From an optimization exercise on the open Yosys and OpenROAD flow, aimed at small area and a short achievable clock period; shortcuts taken in it are not production practice.
Only simulation tests tie the RTL to the original design; equivalence was not proved.
Power and IR drop assume default switching activity.

## 04-21
==> module MULTI_CHANNEL_FIFO, before the edit <==
module MULTI_CHANNEL_FIFO #(parameter                    C_LOG      = 2,   
                            parameter                    FIFO_SIZE  = 2,   
                            parameter                    FIFO_WIDTH = 32)
                           (input  wire                  CLK,
                            input  wire                  RST,
                            input  wire                  enq,
                            input  wire [C_LOG-1:0]      enq_idx,
                            input  wire                  deq,
                            input  wire [C_LOG-1:0]      deq_idx,
                            input  wire [FIFO_WIDTH-1:0] din,
                            output reg  [FIFO_WIDTH-1:0] dot,
                            output wire [(1<<C_LOG)-1:0] emp,
                            output wire [(1<<C_LOG)-1:0] full);
  localparam NCH = 1 << C_LOG;
  localparam DEP = 1 << FIFO_SIZE;
  localparam W   = FIFO_WIDTH;
  reg ph;
  always @(posedge CLK) ph <= RST ? 1'b0 : ~ph;
  wire [W-1:0] dinx = din ^ {W{ph}};
  reg  [NCH*DEP*W-1:0] mem;    
  reg  [NCH*DEP-1:0]   occ;    
  wire [NCH-1:0]   rsel;       
  wire [NCH*W-1:0] heads;      
  genvar c, k;
  generate
    for (c = 0; c < NCH; c = c + 1) begin: ch
      wire pop  = deq & (deq_idx == c);
      wire push = enq & (enq_idx == c);
      assign emp[c]  = occ[c*DEP];
      assign full[c] = occ[c*DEP+DEP-1];
      assign rsel[c] = (deq_idx == c);
      assign heads[c*W +: W] = mem[(c*DEP)*W +: W];
      for (k = 0; k < DEP; k = k + 1) begin: pos
        wire occ_k  = (k == 0)     ? ~occ[c*DEP] : occ[c*DEP+k];
        wire occ_up = (k == DEP-1) ? 1'b0 : (k == DEP-2) ? occ[c*DEP+k+1] : occ[c*DEP+k+1];
        wire occ_dn = (k == 0)     ? 1'b1 : (k == 1) ? ~occ[c*DEP] : occ[c*DEP+k-1];
        wire nx = pop & occ_up;
        wire hd = ~pop & occ_k;
        wire wr = ~(nx | hd);
        wire [W-1:0] q = mem[(c*DEP+k)*W +: W];
        wire [W-1:0] d;
        if (k == DEP-1) begin: last
          AOI22_BANK #(.W(W)) u_sel (.s0(wr), .a0(dinx), .s1(hd), .a1(q), .y(d));
        end else begin: mid
          AOI222_BANK #(.W(W)) u_sel (.s0(nx), .a0(mem[(c*DEP+k+1)*W +: W]),
                                      .s1(wr), .a1(dinx), .s2(hd), .a2(q), .y(d));
        end
        always @(posedge CLK) mem[(c*DEP+k)*W +: W] <= d;
        wire occ_nx = RST                ? 1'b0   :
                      (push & ~pop)      ? occ_dn :
                      (pop & ~push)      ? occ_up : occ_k;
        always @(posedge CLK) occ[c*DEP+k] <= (k == 0) ? ~occ_nx : occ_nx;
      end
    end
  endgenerate
  wire [W-1:0] rdata;
  AO8_BANK #(.W(W)) u_rd (.s(rsel), .a(heads), .y(rdata));
  always @(posedge CLK) dot <= rdata ^ {W{ph}};
endmodule
Settings: LEC_CHECK=0, CAP_MARGIN=20, CELL_PAD_IN_SITES_DETAIL_PLACEMENT=1, CELL_PAD_IN_SITES_GLOBAL_PLACEMENT=1, CORE_MARGIN=2, CORE_UTILIZATION=52, CTS_CLUSTER_DIAMETER=80, CTS_CLUSTER_SIZE=30, PLACE_DENSITY=0.62, SETUP_SLACK_MARGIN=2.3, SLEW_MARGIN=20, SYNTH_HIERARCHICAL=1, SYNTH_MINIMUM_KEEP_SIZE=0; clock period 4.5 ns.
run.sh (not shown) runs the stock make flow with config.mk's settings and CLKGATE_MAP_FILE= SYNTH_SCRIPT=/design/flow/synth_recipe.tcl, a recipe that flattens the netlist after the stock synthesis.
diff inputs: 04-21 => 10-05
diff --git a/flow/design.v b/flow/design.v
--- a/flow/design.v
+++ b/flow/design.v
@@ -44,14 +44,14 @@
   genvar c, k;
   generate
     for (c = 0; c < NCH; c = c + 1) begin: ch
       wire pop  = deq & (deq_idx == c);
       wire push = enq & (enq_idx == c);
-      assign emp[c]  = occ[c*DEP];
-      assign full[c] = occ[c*DEP+DEP-1];
       assign rsel[c] = (deq_idx == c);
       assign heads[c*W +: W] = mem[(c*DEP)*W +: W];
+      wire [DEP-1:0] occ_nx;    
+      OUTREG #(.W(2)) u_flags (.CLK(CLK), .d({occ_nx[DEP-1], ~occ_nx[0]}), .q({full[c], emp[c]}));
       for (k = 0; k < DEP; k = k + 1) begin: pos
         wire occ_k  = (k == 0)     ? ~occ[c*DEP] : occ[c*DEP+k];
         wire occ_up = (k == DEP-1) ? 1'b0 : (k == DEP-2) ? occ[c*DEP+k+1] : occ[c*DEP+k+1];
         wire occ_dn = (k == 0)     ? 1'b1 : (k == 1) ? ~occ[c*DEP] : occ[c*DEP+k-1];
         wire nx = pop & occ_up;
@@ -64,20 +64,26 @@
         end else begin: mid
           AOI222_BANK #(.W(W)) u_sel (.s0(nx), .a0(mem[(c*DEP+k+1)*W +: W]),
                                       .s1(wr), .a1(dinx), .s2(hd), .a2(q), .y(d));
         end
         always @(posedge CLK) mem[(c*DEP+k)*W +: W] <= d;
-        wire occ_nx = RST                ? 1'b0   :
-                      (push & ~pop)      ? occ_dn :
-                      (pop & ~push)      ? occ_up : occ_k;
-        always @(posedge CLK) occ[c*DEP+k] <= (k == 0) ? ~occ_nx : occ_nx;
+        assign occ_nx[k] = RST                ? 1'b0   :
+                           (push & ~pop)      ? occ_dn :
+                           (pop & ~push)      ? occ_up : occ_k;
+        always @(posedge CLK) occ[c*DEP+k] <= (k == 0) ? ~occ_nx[k] : occ_nx[k];
       end
     end
   endgenerate
   wire [W-1:0] rdata;
   AO8_BANK #(.W(W)) u_rd (.s(rsel), .a(heads), .y(rdata));
   always @(posedge CLK) dot <= rdata ^ {W{ph}};
+endmodule
+module OUTREG #(parameter W = 1)
+               (input  wire         CLK,
+                input  wire [W-1:0] d,
+                output reg  [W-1:0] q);
+  always @(posedge CLK) q <= d;
 endmodule
 module AOI222_BANK #(parameter W = 32)
                     (input  wire         s0,
                      input  wire [W-1:0] a0,
                      input  wire         s1,
==> comparison <==
On utilization: between 04-21 and 10-05, it ends up lower for 10-05.
Endpoint arrival time on the critical path delta (10-05 -> 04-21): insignificant
Summary: total design power, 10-05 worse than 04-21
Cmp 10-05 vs 04-21: cell leakage power lower in 10-05
Total global routing overflow of 10-05 is on par with 04-21.
10-05 vs 04-21 — count of sequential standard cells rose 0.75%.
Delta (10-05 minus 04-21): register-to-register slack increased 40 ps, number of cells after detailed placement essentially unchanged, share of synthesized cell area in and, or, nand and nor gates essentially unchanged.

## what the ideal ports hide
In the flow no input, the clock included, has a driving cell. The finished layouts below were timed again as built, in two steps.
Step 1 (the two cells are an assumption about what drives the block):
set clk [get_ports {CLK}]
set_driving_cell -lib_cell sky130_fd_sc_hd__clkbuf_16 $clk
set_driving_cell -lib_cell sky130_fd_sc_hd__buf_2 [delete_from_list [all_inputs] $clk]
Step 2 times the ports against the registers' clock, not the clock port: input delays grow and output delays shrink by t, the midpoint of the rising clock arrivals with the driver on.
Slacks: ideal / step 1 / step 2; pairs: ideal / step 1.
run	t, ns	slack for setup (ns)	slew at the worst register clock pin (ns)
04-21	0.824	2.229 / 2.191 / 1.459	0.12 / 0.12
10-05	0.837	2.251 / 2.250 / 1.452	0.12 / 0.12
After both steps every run listed still meets setup and hold. For 10-05, which loses most, drivers alone change the setup slack by -0.001 ns; drivers and shift together by -0.799 ns.
